Context: an optimization exercise on an open-source flow, tuned for small area, a short achievable clock period and few clock cycles. The choices shown serve that exercise and are no tape-out recipe.
Power figures rest on the tool's default switching activity, not on a simulated workload.

==> flow/design.v <==
module RISC15(clk, proc_rst, mem_addr, mem_wdata, mem_write_n, mem_rdata, halted);
	input  wire        clk, proc_rst;
	output wire [15:0] mem_addr;
	output wire [15:0] mem_wdata;
	output wire        mem_write_n;
	input  wire [15:0] mem_rdata;
	output reg         halted;
	reg  [15:0] MA;         
	reg  [15:0] fa;         
	reg         fetching;   
	reg         rv;         
	reg  [15:0] IR;         
	reg  [7:0]  sa, sb;     
	reg         iv;         
	reg  [15:0] pcX;        
	reg         nj;         
	reg         lport;      
	reg  [2:0]  ldr_p;
	reg         ldp;        
	reg  [2:0]  ldr_w;
	reg         wn;
	reg  [15:0] wd;
	reg         rst_q;      
	reg  [15:0] R [0:6];
	assign mem_addr    = MA;
	assign mem_wdata   = wd;
	assign mem_write_n = wn;
	wire [3:0]  op = IR[15:12];
	wire [2:0]  ra = IR[11:9], rb = IR[8:6], rc = IR[5:3];
	wire [15:0] simm = {{10{IR[5]}}, IR[5:0]};
	wire is_add = op == 4'b0000;
	wire is_adi = op == 4'b0001;
	wire is_ndu = op == 4'b0010;
	wire is_lhi = op == 4'b0011;
	wire is_lw  = op == 4'b0100;
	wire is_sw  = op == 4'b0101;
	wire is_jlr = op == 4'b1001;
	wire is_beq = op == 4'b1100;
	wire is_hlt = op == 4'b1010 || op == 4'b1011 || op == 4'b1101 || op == 4'b1110 || op == 4'b1111;
	function [15:0] add16;
		input [15:0] a, b;
		reg   [15:0] g, p, gg, pp, g2, p2;
		integer l, j;
		begin
			g = a & b; p = a ^ b;
			gg = g; pp = p;
			for (l = 0; l < 4; l = l + 1) begin
				g2 = gg; p2 = pp;
				for (j = 0; j < 16; j = j + 1)
					if (j[l]) begin
						g2[j] = gg[j] | (pp[j] & gg[((j >> l) << l) - 1]);
						p2[j] = pp[j] & pp[((j >> l) << l) - 1];
					end
				gg = g2; pp = p2;
			end
			add16 = p ^ {gg[14:0], 1'b0};
		end
	endfunction
	function [15:0] inc16;
		input [15:0] a;
		reg   [15:0] pp, p2;
		integer l, j;
		begin
			pp = a;
			for (l = 0; l < 4; l = l + 1) begin
				p2 = pp;
				for (j = 0; j < 16; j = j + 1)
					if (j[l]) p2[j] = pp[j] & pp[((j >> l) << l) - 1];
				pp = p2;
			end
			inc16 = a ^ {pp[14:0], 1'b1};
		end
	endfunction
	function [15:0] addimm;
		input [15:0] a;
		input [5:0]  imm;
		reg   [15:0] b;
		reg   [15:0] s;
		begin
			b = {{10{imm[5]}}, imm};
			addimm = add16(a, b);
		end
	endfunction
	reg [15:0] va, vb;
	integer k;
	always @* begin
		va = sa[7] ? pcX : 16'd0;
		vb = sb[7] ? pcX : 16'd0;
		for (k = 0; k < 7; k = k + 1) begin
			va = va | (sa[k] ? R[k] : 16'd0);
			vb = vb | (sb[k] ? R[k] : 16'd0);
		end
	end
	wire ra_chk = is_add | is_ndu | is_adi | is_sw | is_beq | is_lhi | is_jlr;
	wire rb_chk = is_add | is_ndu | is_adi | is_sw | is_beq | is_lw | is_jlr;
	wire rc_chk = is_add | is_ndu;
	wire dep = lport & iv & ((ra_chk & ra == ldr_p) | (rb_chk & rb == ldr_p) | (rc_chk & rc == ldr_p));
	wire run = iv & ~ldp & ~dep & ~is_hlt;
	wire [15:0] sum   = add16(vb, is_add ? va : simm);
	wire [15:0] btgt  = addimm(pcX, IR[5:0]);
	wire [15:0] pc1   = inc16(pcX);
	wire        eq    = va == vb;
	wire jump   = run & ((is_beq & eq) | (is_jlr & (ra != rb)));
	wire [15:0] target = is_beq ? btgt : vb;
	wire memop  = run & (is_lw | is_sw);
	wire rewind = dep & rv;
	wire ld_ir  = rv & (~iv | run);
	wire [15:0] nf = fetching ? inc16(MA) : fa;
	wire        wr_x = run & (is_add | is_ndu | is_adi | is_lhi | is_jlr);
	wire [2:0]  wa   = ldp ? ldr_w : (is_add | is_ndu) ? rc : ra;
	wire        s_sum = ~rst_q & ~ldp & (is_add | is_adi);
	wire        s_ndu = ~rst_q & ~ldp & is_ndu;
	wire        s_lhi = ~rst_q & ~ldp & is_lhi;
	wire        s_jlr = ~rst_q & ~ldp & is_jlr;
	wire        s_ld  = ~rst_q & ldp;
	wire [15:0] wdat = ({16{s_sum}} & sum) | ({16{s_ndu}} & ~(va & vb)) |
	                   ({16{s_lhi}} & {IR[8:0], 7'd0}) | ({16{s_jlr}} & pc1) |
	                   ({16{s_ld}} & mem_rdata);
	wire        we   = wr_x | ldp;
	integer i;
	always @(posedge clk)
		for (i = 0; i < 7; i = i + 1)
			if (rst_q || (we && wa == i)) R[i] <= wdat;
	wire [15:0] ir_in = (mem_rdata[15:12] == 4'b0001) ?
	                    {mem_rdata[15:12], mem_rdata[8:6], mem_rdata[11:9], mem_rdata[5:0]} : mem_rdata;
	always @(posedge clk) begin
		wd <= va;
		fa <= nf;
		ldr_p <= ra;
		ldr_w <= ldr_p;
		rst_q <= ~proc_rst;
		if (ld_ir) begin
			IR <= ir_in;
			sa <= 8'd1 << ir_in[11:9];
			sb <= 8'd1 << ir_in[8:6];
		end
		if (~proc_rst) begin
			MA <= 16'd0;
			fetching <= 1'b1;
			rv <= 1'b0;
			iv <= 1'b0;
			pcX <= 16'd0;
			nj <= 1'b1;
			lport <= 1'b0;
			ldp <= 1'b0;
			wn <= 1'b1;
			halted <= 1'b0;
		end else begin
			MA <= jump ? target : memop ? sum : rewind ? pc1 : nf;
			fetching <= ~memop;
			rv <= fetching & ~jump;
			iv <= jump ? 1'b0 : ld_ir ? 1'b1 : run ? 1'b0 : iv;
			if (jump) begin pcX <= target; nj <= 1'b1; end
			else if (ld_ir) begin pcX <= nj ? pcX : pc1; nj <= 1'b0; end
			lport <= run & is_lw;
			ldp <= lport;
			wn <= ~(run & is_sw);
			halted <= halted | (iv & is_hlt);
		end
	end
endmodule
clock: 10.0 ns
lec_check: 0
abc_area: 1
cap_margin: 20
core_margin: 2
core_utilization: 40
setup_slack_margin: 5
slew_margin: 20
standard.sh (not shown) runs the stock make flow with config.mk's settings and CLKGATE_MAP_FILE= SYNTH_SCRIPT=/design/flow/synth_recipe.tcl, a recipe that flattens the netlist after the stock synthesis.
==> flow/flow/run.sh <==
#!/bin/bash
# Standard layout (the standard.sh), with repair aiming for a larger setup margin.
bash standard.sh SETUP_SLACK_MARGIN=7 finish > standard.log 2>&1
The starting point went through all stages and came out clean.
Edit:
==> flow/flow/run.sh (replaced) <==
#!/bin/bash
# Standard layout (the standard.sh), with repair aiming for a larger setup margin.
bash standard.sh SETUP_SLACK_MARGIN=6 finish > standard.log 2>&1
After rerunning: Via count shrinks by a few percent; area after synthesis stays the same; power is about the same; routed wire length decreases by a few percent; non-clock buffer count decreases by 75; combinational power goes down by about a fifth.
Function was not checked in any run of this note: the RTL went through the layout flow alone.

==> what the ideal ports hide <==
The flow's constraints put no driver on any port. The routed layouts listed below were extracted and timed again, unchanged, in two steps.
Step 1 assumes that a clkbuf_16 drives the clock port and a buf_2 every other input.
Step 2 adds t to the input delays and takes it off the output delays; t is the mean of the earliest and latest rising clock arrival at the registers after step 1. Input paths then give back, and output paths get back, about the clock's delay inside the block.
Three values: no drivers, after step 1, after step 2; two values: the first two.
run	t, ns	setup WS [ns]	worst setup path at the end	cell pins on the clock port's net
the first run	0.571	6.618 / 6.618 / 6.320	input to register	1
the second run	0.587	6.172 / 6.172 / 5.850	input to register	1
After both steps every run listed still meets setup and hold. The setup slack of the second run, which loses most, moves by 0.000 ns with the drivers and by -0.322 ns with both steps.
